From an optimization exercise on the open Yosys and OpenROAD flow, aimed at small area and a short achievable clock period; shortcuts taken in it are not production practice.
Where RTL was checked, it was by simulation tests only, not by an equivalence proof against the original.
The clock port is modelled as an ideal driver; clocking choices that lean on that would not hold on a real chip.
No activity file was given, so power comes from the tool's default toggle rates.

== trial 8 ==
## simple_cpu
module simple_cpu (clk, rst, instruction, regfile_a, regfile_b, regfile_c, regfile_d);
For scale: about 1400 cells after synthesis, about 380 flip-flops, roughly 54 I/O pins, ~0.015 mm2 of cells after synthesis.
export LEC_CHECK = 0
export ABC_AREA = 1
export CAP_MARGIN = 20
export CORE_MARGIN = 2
export CORE_UTILIZATION = 70
export SETUP_SLACK_MARGIN = 2.2
export SLEW_MARGIN = 20
export TNS_END_PERCENT = 10
create_clock -name core_clock -period 4.0 [get_ports {clk}]
standard.sh (not shown) runs the stock make flow with config.mk's settings and CLKGATE_MAP_FILE= SYNTH_SCRIPT=/design/flow/synth_recipe.tcl, a recipe that flattens the netlist after the stock synthesis.
==> flow/flow/run.sh <==
#!/bin/bash
# The standard ORFS layout (standard.sh) with:
# - port buffers of buf_2 instead of the resizer's default delay cell;
# - CTS without dummy loads, built from clkbuf_8 in sink clusters of 16;
# - timing repair allowed to change a cell's footprint when sizing;
# - no full/half-adder cell extraction in synthesis (ABC maps the adder).
# Each tool's log stays under orfs/logs; make's own output goes to flow.log.
set -euo pipefail
export BUFFER_PORTS_ARGS="-buffer_cell sky130_fd_sc_hd__buf_2"
export CTS_ARGS="-sink_clustering_enable -repair_clock_nets -dont_use_dummy_load -buf_list sky130_fd_sc_hd__clkbuf_8 -sink_clustering_size 16 -sink_clustering_max_diameter 40"
export POST_CTS_TCL="$PWD/flow/post_cts.tcl"
bash standard.sh MATCH_CELL_FOOTPRINT=0 ADDER_MAP_FILE= finish > flow.log 2>&1
==> flow/flow/post_cts.tcl <==
# extra setup repair after CTS: more passes, all endpoints
estimate_parasitics -placement
repair_timing -setup -setup_margin 2.3 -repair_tns 100 -max_passes 10000 -verbose
detailed_placement
Relative to trial 8, the following input files were edited for trial 44:
Settings: changing ABC_AREA from 1 to 0.
-- flow/flow/run.sh --
<<< trial 8, line 9
export BUFFER_PORTS_ARGS="-buffer_cell sky130_fd_sc_hd__buf_2"
export CTS_ARGS="-sink_clustering_enable -repair_clock_nets -dont_use_dummy_load -buf_list sky130_fd_sc_hd__clkbuf_8 -sink_clustering_size 16 -sink_clustering_max_diameter 40"
export POST_CTS_TCL="$PWD/flow/post_cts.tcl"
bash standard.sh MATCH_CELL_FOOTPRINT=0 ADDER_MAP_FILE= finish > flow.log 2>&1
>>> trial 44, line 9
export BUFFER_PORTS_ARGS="-buffer_cell sky130_fd_sc_hd__buf_2"
export CTS_ARGS="-sink_clustering_enable -repair_clock_nets -dont_use_dummy_load -buf_list sky130_fd_sc_hd__clkbuf_8 -sink_clustering_size 16 -sink_clustering_max_diameter 40"
bash standard.sh MATCH_CELL_FOOTPRINT=0 ADDER_MAP_FILE= finish > flow.log 2>&1
removed: flow/flow/post_cts.tcl
[summary]
- Utilization trial 8 -> trial 44: down
- Between trial 8 and trial 44, the flow reports clock power decreasing by a little under 10%.
- Looking only at final critical-path share of the clock period, and setting everything else aside, the higher value of trial 8 and trial 44 goes to trial 44.
- Sum of internal, switching and leakage power (trial 44 / trial 8): 0.931
- Measured against each other, trial 8 and trial 44 differ in wire length reported by the detailed router, the higher figure coming from trial 8.
- Diff trial 8 -> trial 44: share of cell area taken by flip-flops and latches now larger; growth of design area from synthesis to finish now smaller; combinational cell fraction of total power now smaller; met1 routing resource usage after global routing now smaller.
- Re combinational power: trial 8 was higher than trial 44.

simple_cpu, a different RTL version from the one above (not shown whole).
Size in the first run: about 990 cells after synthesis, about 380 flip-flops, ~54 I/O pins, roughly 15000 µm² of cells after synthesis.
==> flow/design.v (excerpt) <==
module simple_cpu (clk, rst, instruction, regfile_a, regfile_b, regfile_c, regfile_d);
clock: 4.0 ns
lec_check: 0
abc_area: 0
cap_margin: 20
core_margin: 2
core_utilization: 70
gpl_timing_driven: 0
setup_slack_margin: 2.5
slew_margin: 20
tns_end_percent: 10
==> flow/flow/run.sh <==
#!/bin/bash
# The standard ORFS layout (standard.sh) with:
# - port buffers of buf_2 instead of the resizer's default delay cell;
# - CTS without dummy loads, built from clkbuf_8 in sink clusters of 16;
# - timing repair allowed to change a cell's footprint when sizing;
# - no full/half-adder cell extraction in synthesis (ABC maps the adder).
# Each tool's log stays under orfs/logs; make's own output goes to flow.log.
set -euo pipefail
export BUFFER_PORTS_ARGS="-buffer_cell sky130_fd_sc_hd__buf_2"
export CTS_ARGS="-sink_clustering_enable -repair_clock_nets -dont_use_dummy_load -buf_list sky130_fd_sc_hd__clkbuf_8 -sink_clustering_size 16 -sink_clustering_max_diameter 40"
bash standard.sh MATCH_CELL_FOOTPRINT=0 ADDER_MAP_FILE= finish > flow.log 2>&1
==> next run, changes <==
--- a/flow/config.mk
+++ b/flow/config.mk
@@ -11,5 +11,4 @@
 export CORE_UTILIZATION = 70
-export GPL_TIMING_DRIVEN = 0
 export SETUP_SLACK_MARGIN = 2.5
 export SLEW_MARGIN = 20
-export TNS_END_PERCENT = 10
+export TNS_END_PERCENT = 20
Outcome: Hold slack improved by 0.023 ns. Global-route usage drops by 3.8 points. Critical path depth falls by 1. Core utilization is higher by 0.60 points. Clock skew came out lower by 0.0055 ns. Cell area climbs by 0.73%. Sequential cell count does not change. Area after synthesis stays the same.
No run of this note included a check of the RTL's function; only the layout flow was run.

Setup of run 1:
simple_cpu, a different RTL version from the one above (not shown whole).
Size: roughly 380 flip-flops.
// simple_cpu
module simple_cpu (clk, rst, instruction, regfile_a, regfile_b, regfile_c, regfile_d);
export LEC_CHECK = 0
export ABC_AREA = 0
export CAP_MARGIN = 20
export CORE_MARGIN = 2
export CORE_UTILIZATION = 72
export SETUP_SLACK_MARGIN = 2.4
export SLEW_MARGIN = 20
export TNS_END_PERCENT = 10
create_clock -name core_clock -period 4.0 [get_ports {clk}]
==> flow/flow/run.sh <==
#!/bin/bash
# The standard ORFS layout (standard.sh) with:
# - port buffers of buf_2 instead of the resizer's default delay cell;
# - CTS without dummy loads, built from clkbuf_8 in sink clusters of 16;
# - timing repair allowed to change a cell's footprint when sizing;
# - no full/half-adder cell extraction in synthesis (ABC maps the adder);
# - after CTS and after global routing, greedy gate sizing on the worst path
#   (post_cts.tcl, post_grt.tcl, gsize.tcl).
# Each tool's log stays under orfs/logs; make's own output goes to flow.log.
set -euo pipefail
export BUFFER_PORTS_ARGS="-buffer_cell sky130_fd_sc_hd__buf_2"
export CTS_ARGS="-sink_clustering_enable -repair_clock_nets -dont_use_dummy_load -buf_list sky130_fd_sc_hd__clkbuf_8 -sink_clustering_size 16 -sink_clustering_max_diameter 40"
export POST_CTS_TCL="$PWD/flow/post_cts.tcl"
export POST_GLOBAL_ROUTE_TCL="$PWD/flow/post_grt.tcl"
bash standard.sh MATCH_CELL_FOOTPRINT=0 ADDER_MAP_FILE= finish > flow.log 2>&1
==> flow/flow/gsize.tcl <==
set ::gs_est {estimate_parasitics -placement}
proc gs_estimate {} { eval $::gs_est }
# Greedy gate sizing on the worst setup path, run after CTS (placement
# parasitics). Each step tries every other drive strength of each cell on the
# current worst path and keeps the one change that most improves that path's
# endpoint slack without lowering the design's worst slack. Stops at the target
# slack, after max steps, or when no change helps.
proc gs_alts {inst} {
  set lc [$inst liberty_cell]
  if {$lc == "NULL"} { return {} }
  set n [get_name $lc]
  if {![regexp {^(sky130_fd_sc_hd__[a-z0-9]+)_([0-9]+)$} $n -> base drv]} { return {} }
  if {[string match "*clkbuf*" $base] || [string match "*clkinv*" $base] || [string match "*dlygate*" $base] || [string match "*clkdly*" $base]} { return {} }
  set out {}
  foreach c [get_lib_cells */${base}_*] {
    set cn [get_name $c]
    if {$cn != $n && [regexp "^${base}_\[0-9\]+\$" $cn]} { lappend out $cn }
  }
  return $out
}
proc gs_end_slack {pe} { return [$pe slack] }
proc gs_run {target max_steps} {
  set eps 1e-12
  set steps 0
  while {$steps < $max_steps} {
    set wns [sta::worst_slack_cmd max]
    if {$wns >= $target} { break }
    set pe [lindex [find_timing_paths -path_delay max -group_path_count 1] 0]
    set eppin [lindex [[$pe path] pins] 0]
    set ep_slack [$pe slack]
    set insts {}
    set epinst [sta::Pin_instance $eppin]
    set epname [get_full_name $eppin]
    foreach p [[$pe path] pins] {
      set inst [sta::Pin_instance $p]
      if {$inst == "NULL" || $inst == $epinst || [$inst liberty_cell] == "NULL"} { continue }
      if {[lsearch -exact $insts $inst] < 0} { lappend insts $inst }
    }
    set best_gain 0.0; set best_inst ""; set best_cell ""
    foreach inst $insts {
      set nm $inst
      set cur [get_name [$inst liberty_cell]]
      foreach alt [gs_alts $inst] {
        replace_cell $inst $alt
        gs_estimate
        set w2 [sta::worst_slack_cmd max]
        if {[catch {set s2 [get_property [sta::find_pin $epname] slack_max]} err]} { puts "ERR $err [get_full_name $inst] $alt"; set s2 -1000 }
        set s2 [expr {$s2 * 1e-9}]
        replace_cell $inst $cur
        set gain [expr {min($s2, 10.0) - $ep_slack}]
        if {$w2 >= $wns - $eps && $gain > $best_gain + 1e-12} {
          set best_gain $gain; set best_inst $nm; set best_cell $alt
        }
      }
    }
    if {$best_inst == ""} { break }
    replace_cell $best_inst $best_cell
    gs_estimate
    incr steps
  }
  puts "gsize: $steps changes, worst slack [sta::worst_slack_cmd max]"
}
==> flow/flow/post_grt.tcl <==
# After global routing: greedy drive-strength sizing on the worst setup path
# with global-route parasitics (gsize.tcl), then legalize and reroute the
# changed nets incrementally.
source [file join [file dirname [info script]] gsize.tcl]
set ::gs_est {estimate_parasitics -global_routing}
global_route -start_incremental
estimate_parasitics -global_routing
puts "post_grt: worst slack before [sta::worst_slack_cmd max]"
gs_run 2.6e-9 300
detailed_placement
global_route -end_incremental
estimate_parasitics -global_routing
puts "post_grt: worst slack after [sta::worst_slack_cmd max]"
Other scripts of this flow, unchanged in this note and not shown: flow/flow/post_cts.tcl
Run 1 finished every step from synthesis to the final layout, and the layout passed the timing, design-rule and antenna checks.
> inputs changed (run 1 -> run 2)
Settings: SETUP_SLACK_MARGIN changed from 2.4 to 2.6; CORE_UTILIZATION changed from 72 to 70.
Notes after the runs:
Of run 2 and run 1, the run reporting the higher utilization was run 1. Clock-pin slew of the registers on the worst-case setup and hold paths essentially unchanged between run 2 and run 1. Run 2 completed every stage of the flow, and the final layout passed the timing, design-rule and antenna checks. Compared with run 1, run 2 shows first-pass GRT wire length higher by about 4.6%. Between run 2 and run 1, the worst max-slew margin expressed relative to the limit is higher for run 2. Delta (run 2 minus run 1): post-detailed-routing wire length shrank by about 4.3%, power increased by 0.064 mW relative to the old numbers, post-route worst setup slack went up 0.068 ns, power spent charging and discharging nets neither gained nor lost much, pre-CTS worst setup slack went up 0.0081 ns. Summary of the comparison: worst hold slack is higher in run 2, relative to run 1.
Input changes introduced in run 3 (baseline for comparison: run 2):
Settings: SETUP_SLACK_MARGIN now 2.5, was 2.6.
==> flow/flow/run.sh <==
#!/bin/bash
# The standard ORFS layout (standard.sh) with:
# - port buffers of buf_2 instead of the resizer's default delay cell;
# - CTS without dummy loads, built from clkbuf_8 in sink clusters of 16;
# - timing repair allowed to change a cell's footprint when sizing;
# - no full/half-adder cell extraction in synthesis (ABC maps the adder);
# - after CTS, greedy gate sizing on the worst path (post_cts.tcl, gsize.tcl).
# Each tool's log stays under orfs/logs; make's own output goes to flow.log.
set -euo pipefail
export BUFFER_PORTS_ARGS="-buffer_cell sky130_fd_sc_hd__buf_2"
export CTS_ARGS="-sink_clustering_enable -repair_clock_nets -dont_use_dummy_load -buf_list sky130_fd_sc_hd__clkbuf_8 -sink_clustering_size 16 -sink_clustering_max_diameter 40"
export POST_CTS_TCL="$PWD/flow/post_cts.tcl"
bash standard.sh MATCH_CELL_FOOTPRINT=0 ADDER_MAP_FILE= finish > flow.log 2>&1
diff --git a/flow/flow/gsize.tcl b/flow/flow/gsize.tcl
--- a/flow/flow/gsize.tcl
+++ b/flow/flow/gsize.tcl
@@ -1,4 +1,2 @@
-set ::gs_est {estimate_parasitics -placement}
-proc gs_estimate {} { eval $::gs_est }
 # Greedy gate sizing on the worst setup path, run after CTS (placement
 # parasitics). Each step tries every other drive strength of each cell on the
@@ -43,5 +41,5 @@
       foreach alt [gs_alts $inst] {
         replace_cell $inst $alt
-        gs_estimate
+        estimate_parasitics -placement
         set w2 [sta::worst_slack_cmd max]
         if {[catch {set s2 [get_property [sta::find_pin $epname] slack_max]} err]} { puts "ERR $err [get_full_name $inst] $alt"; set s2 -1000 }
@@ -56,5 +54,5 @@
     if {$best_inst == ""} { break }
     replace_cell $best_inst $best_cell
-    gs_estimate
+    estimate_parasitics -placement
     incr steps
   }
removed: flow/flow/post_grt.tcl
==> results.txt <==
Run 3 ran to completion and came out clean on the timing, design-rule and antenna checks. Going from run 2 to run 3, via count shrank by 267; final routed wirelength across all metal layers shrank by 4.2%; global-route track usage on met1 shrank by 3.9 points. Where worst hold slack is concerned, run 2 is better than run 3. Between run 2 and run 3, the register-to-register setup slack figures differ only marginally. A launching instance or port of the critical path of data_memory.rhi[4] is what run 2 shows, while data_memory.rlo[0] belongs to run 3. Comparing run 3 and run 2, the lower first-pass GRT wire length is on run 3.
### run 3 -> run 4
Settings: changing SETUP_SLACK_MARGIN from 2.5 to 2.45.
diff --git a/flow/flow/run.sh b/flow/flow/run.sh
--- a/flow/flow/run.sh
+++ b/flow/flow/run.sh
@@ -5,5 +5,6 @@
 # - timing repair allowed to change a cell's footprint when sizing;
 # - no full/half-adder cell extraction in synthesis (ABC maps the adder);
-# - after CTS, greedy gate sizing on the worst path (post_cts.tcl, gsize.tcl).
+# - after CTS and after global routing, greedy gate sizing on the worst path
+#   (post_cts.tcl, post_grt.tcl, gsize.tcl).
 # Each tool's log stays under orfs/logs; make's own output goes to flow.log.
 set -euo pipefail
@@ -11,3 +12,4 @@
 export CTS_ARGS="-sink_clustering_enable -repair_clock_nets -dont_use_dummy_load -buf_list sky130_fd_sc_hd__clkbuf_8 -sink_clustering_size 16 -sink_clustering_max_diameter 40"
 export POST_CTS_TCL="$PWD/flow/post_cts.tcl"
+export POST_GLOBAL_ROUTE_TCL="$PWD/flow/post_grt.tcl"
 bash standard.sh MATCH_CELL_FOOTPRINT=0 ADDER_MAP_FILE= finish > flow.log 2>&1
diff --git a/flow/flow/gsize.tcl b/flow/flow/gsize.tcl
--- a/flow/flow/gsize.tcl
+++ b/flow/flow/gsize.tcl
@@ -1,2 +1,4 @@
+set ::gs_est {estimate_parasitics -placement}
+proc gs_estimate {} { eval $::gs_est }
 # Greedy gate sizing on the worst setup path, run after CTS (placement
 # parasitics). Each step tries every other drive strength of each cell on the
@@ -41,5 +43,5 @@
       foreach alt [gs_alts $inst] {
         replace_cell $inst $alt
-        estimate_parasitics -placement
+        gs_estimate
         set w2 [sta::worst_slack_cmd max]
         if {[catch {set s2 [get_property [sta::find_pin $epname] slack_max]} err]} { puts "ERR $err [get_full_name $inst] $alt"; set s2 -1000 }
@@ -54,5 +56,5 @@
     if {$best_inst == ""} { break }
     replace_cell $best_inst $best_cell
-    estimate_parasitics -placement
+    gs_estimate
     incr steps
   }
==> flow/flow/post_grt.tcl (new file) <==
# After global routing: greedy drive-strength sizing on the worst setup path
# with global-route parasitics (gsize.tcl), then legalize and reroute the
# changed nets incrementally.
source [file join [file dirname [info script]] gsize.tcl]
set ::gs_est {estimate_parasitics -global_routing}
global_route -start_incremental
estimate_parasitics -global_routing
puts "post_grt: worst slack before [sta::worst_slack_cmd max]"
gs_run 2.6e-9 300
detailed_placement
global_route -end_incremental
estimate_parasitics -global_routing
puts "post_grt: worst slack after [sta::worst_slack_cmd max]"
### Flow results
The part of the cycle the worst path needs number comes out higher for run 4 vs run 3. Run 4: worst reg-to-reg path cell count is 1 lower than what run 3 reported. Run 4 reports a higher diode insertion count for antenna repair than run 3 does. Diff run 3 -> run 4: post-detailed-route wirelength per cell went up by about 5%; wire length of the first global-routing pass rose about 7%.

Starting RTL as in the previous note.
export LEC_CHECK = 0
export ABC_AREA = 0
export CAP_MARGIN = 20
export CORE_MARGIN = 2
export CORE_UTILIZATION = 70
export SETUP_SLACK_MARGIN = 2.5
export SLEW_MARGIN = 20
export TNS_END_PERCENT = 10
create_clock -name core_clock -period 4.0 [get_ports {clk}]
==> flow/flow/run.sh <==
#!/bin/bash
# The standard ORFS layout (standard.sh) with:
# - port buffers of buf_2 instead of the resizer's default delay cell;
# - CTS without dummy loads, built from clkbuf_8 in sink clusters of 16;
# - timing repair allowed to change a cell's footprint when sizing;
# - no full/half-adder cell extraction in synthesis (ABC maps the adder);
# - after CTS, greedy gate sizing on the worst path (post_cts.tcl, gsize.tcl).
# - no timing repair after global routing.
# Each tool's log stays under orfs/logs; make's own output goes to flow.log.
set -euo pipefail
export BUFFER_PORTS_ARGS="-buffer_cell sky130_fd_sc_hd__buf_2"
export CTS_ARGS="-sink_clustering_enable -repair_clock_nets -dont_use_dummy_load -buf_list sky130_fd_sc_hd__clkbuf_8 -sink_clustering_size 16 -sink_clustering_max_diameter 40"
export POST_CTS_TCL="$PWD/flow/post_cts.tcl"
bash standard.sh SKIP_INCREMENTAL_REPAIR=1 MATCH_CELL_FOOTPRINT=0 ADDER_MAP_FILE= finish > flow.log 2>&1
==> flow/flow/gsize.tcl <==
# Greedy gate sizing on the worst setup path, run after CTS (placement
# parasitics). Each step tries every other drive strength of each cell on the
# current worst path and keeps the one change that most improves that path's
# endpoint slack without lowering the design's worst slack. Stops at the target
# slack, after max steps, or when no change helps.
proc gs_alts {inst} {
  set lc [$inst liberty_cell]
  if {$lc == "NULL"} { return {} }
  set n [get_name $lc]
  if {![regexp {^(sky130_fd_sc_hd__[a-z0-9]+)_([0-9]+)$} $n -> base drv]} { return {} }
  if {[string match "*clkbuf*" $base] || [string match "*clkinv*" $base] || [string match "*dlygate*" $base] || [string match "*clkdly*" $base]} { return {} }
  set out {}
  foreach c [get_lib_cells */${base}_*] {
    set cn [get_name $c]
    if {$cn != $n && [regexp "^${base}_\[0-9\]+\$" $cn]} { lappend out $cn }
  }
  return $out
}
proc gs_end_slack {pe} { return [$pe slack] }
proc gs_run {target max_steps} {
  set eps 1e-12
  set steps 0
  while {$steps < $max_steps} {
    set wns [sta::worst_slack_cmd max]
    if {$wns >= $target} { break }
    set pe [lindex [find_timing_paths -path_delay max -group_path_count 1] 0]
    set eppin [lindex [[$pe path] pins] 0]
    set ep_slack [$pe slack]
    set insts {}
    set epinst [sta::Pin_instance $eppin]
    set epname [get_full_name $eppin]
    foreach p [[$pe path] pins] {
      set inst [sta::Pin_instance $p]
      if {$inst == "NULL" || $inst == $epinst || [$inst liberty_cell] == "NULL"} { continue }
      if {[lsearch -exact $insts $inst] < 0} { lappend insts $inst }
    }
    set best_gain 0.0; set best_inst ""; set best_cell ""
    foreach inst $insts {
      set nm $inst
      set cur [get_name [$inst liberty_cell]]
      foreach alt [gs_alts $inst] {
        replace_cell $inst $alt
        estimate_parasitics -placement
        set w2 [sta::worst_slack_cmd max]
        if {[catch {set s2 [get_property [sta::find_pin $epname] slack_max]} err]} { puts "ERR $err [get_full_name $inst] $alt"; set s2 -1000 }
        set s2 [expr {$s2 * 1e-9}]
        replace_cell $inst $cur
        set gain [expr {min($s2, 10.0) - $ep_slack}]
        if {$w2 >= $wns - $eps && $gain > $best_gain + 1e-12} {
          set best_gain $gain; set best_inst $nm; set best_cell $alt
        }
      }
    }
    if {$best_inst == ""} { break }
    replace_cell $best_inst $best_cell
    estimate_parasitics -placement
    incr steps
  }
  puts "gsize: $steps changes, worst slack [sta::worst_slack_cmd max]"
}
Other scripts of this flow, unchanged in this note and not shown: flow/flow/post_cts.tcl
Change:
--- a/flow/flow/run.sh
+++ b/flow/flow/run.sh
@@ -7,2 +7,2 @@
-# - after CTS, greedy gate sizing on the worst path (post_cts.tcl, gsize.tcl).
-# - no timing repair after global routing.
+# - after CTS and after global routing, greedy gate sizing on the worst path
+#   (post_cts.tcl, post_grt.tcl, gsize.tcl).
@@ -14 +14,2 @@
-bash standard.sh SKIP_INCREMENTAL_REPAIR=1 MATCH_CELL_FOOTPRINT=0 ADDER_MAP_FILE= finish > flow.log 2>&1
+export POST_GLOBAL_ROUTE_TCL="$PWD/flow/post_grt.tcl"
+bash standard.sh MATCH_CELL_FOOTPRINT=0 ADDER_MAP_FILE= finish > flow.log 2>&1
--- a/flow/flow/gsize.tcl
+++ b/flow/flow/gsize.tcl
@@ -0,0 +1,2 @@
+set ::gs_est {estimate_parasitics -placement}
+proc gs_estimate {} { eval $::gs_est }
@@ -43 +45 @@
-        estimate_parasitics -placement
+        gs_estimate
@@ -56 +58 @@
-    estimate_parasitics -placement
+    gs_estimate
==> flow/flow/post_grt.tcl (new file) <==
# After global routing: greedy drive-strength sizing on the worst setup path
# with global-route parasitics (gsize.tcl), then legalize and reroute the
# changed nets incrementally.
source [file join [file dirname [info script]] gsize.tcl]
set ::gs_est {estimate_parasitics -global_routing}
global_route -start_incremental
estimate_parasitics -global_routing
puts "post_grt: worst slack before [sta::worst_slack_cmd max]"
gs_run 2.6e-9 300
detailed_placement
global_route -end_incremental
estimate_parasitics -global_routing
puts "post_grt: worst slack after [sta::worst_slack_cmd max]"
- SETUP_SLACK_MARGIN: 2.5 -> 2.4
Result: Area after synthesis stays the same. Final area rises by 1.9%. Hold slack improved by 0.0053 ns. Die area is unchanged. Cell count came out higher by 2.0%. Non-clock buffer count came out higher by 26. Sequential power stays flat. Clock-buffer cell count grows by 1. Utilization came out higher by 1.5 points.
Change:
- SETUP_SLACK_MARGIN: 2.4 -> 2.5
Outcome: The new run ran to the end with no violations; cell count drops slightly; fmax climbs slightly; combinational power stays flat; global-route usage climbs by 0.81 points; total power drops slightly; utilization climbs by 1.2 points; design area climbs slightly; register-to-register slack loses 0.03 ns; critical path depth climbs by 4; area after synthesis does not change; clock-buffer cell count drops by 1.
Change:
--- a/flow/flow/run.sh
+++ b/flow/flow/run.sh
@@ -7,2 +7 @@
-# - after CTS and after global routing, greedy gate sizing on the worst path
-#   (post_cts.tcl, post_grt.tcl, gsize.tcl).
+# - after CTS, greedy gate sizing on the worst path (post_cts.tcl, gsize.tcl).
@@ -14 +12,0 @@
-export POST_GLOBAL_ROUTE_TCL="$PWD/flow/post_grt.tcl"
--- a/flow/flow/gsize.tcl
+++ b/flow/flow/gsize.tcl
@@ -1,2 +0,0 @@
-set ::gs_est {estimate_parasitics -placement}
-proc gs_estimate {} { eval $::gs_est }
@@ -45 +43 @@
-        gs_estimate
+        estimate_parasitics -placement
@@ -58 +56 @@
-    gs_estimate
+    estimate_parasitics -placement
- SETUP_SLACK_MARGIN: 2.5 -> 2.3
removed: flow/flow/post_grt.tcl
=>
- routed wire length came out lower by 5.3%
- cell count came out lower by 1.3%
- design area came out lower by 3.8%
- power is about the same
- synthesized cell count is unchanged
- hold slack hardly moves
- clock skew came out lower by 0.0051 ns
- combinational power came out lower by 11%

==> re-timing with driven ports <==
No port has a modelled driver above. Below, the same layouts with a new extraction and two added sets of constraints.
Step 1, drivers: a clkbuf_16 drives clk and a buf_2 each remaining input, both assumed.
Step 2 also shifts input and output timing later by t, the mid clock arrival at the registers, as if the neighbouring blocks saw the same clock.
Three values: ideal, step 1, step 2; two values: the first two.
run	t, ns	setup WS [ns]	hold WS [ns]	clock arrival spread, ns
trial 8	0.599	2.148 / 2.122 / 1.667	0.405 / 0.405 / 0.405	0.061 / 0.061
trial 44	0.571	2.031 / 2.031 / 1.551	0.466 / 0.462 / 0.466	0.048 / 0.048
the first run of note 2	0.598	2.076 / 2.076 / 1.669	0.429 / 0.403 / 0.453	0.054 / 0.054
the second run of note 2	0.588	2.078 / 2.078 / 1.692	0.451 / 0.451 / 0.451	0.045 / 0.044
run 1	0.592	2.124 / 2.124 / 1.681	0.444 / 0.444 / 0.444	0.091 / 0.091
run 2	0.569	2.192 / 2.155 / 1.697	0.467 / 0.467 / 0.467	0.080 / 0.079
run 3	0.568	2.190 / 2.164 / 1.712	0.445 / 0.448 / 0.448	0.051 / 0.052
run 4	0.591	2.140 / 2.131 / 1.700	0.446 / 0.446 / 0.446	0.076 / 0.076
the first run of note 4	0.566	2.125 / 2.125 / 1.706	0.441 / 0.441 / 0.441	0.051 / 0.052
the second run of note 4	0.599	2.170 / 2.124 / 1.658	0.447 / 0.447 / 0.447	0.048 / 0.048
the third run of note 4	0.569	2.183 / 2.160 / 1.705	0.448 / 0.450 / 0.450	0.053 / 0.054
the fourth run of note 4	0.591	2.099 / 2.099 / 1.621	0.447 / 0.447 / 0.447	0.043 / 0.043
After both steps setup and hold are still met in every run listed. For the second run of note 4, which loses most, drivers alone change the setup slack by -0.046 ns; drivers and shift together by -0.512 ns.
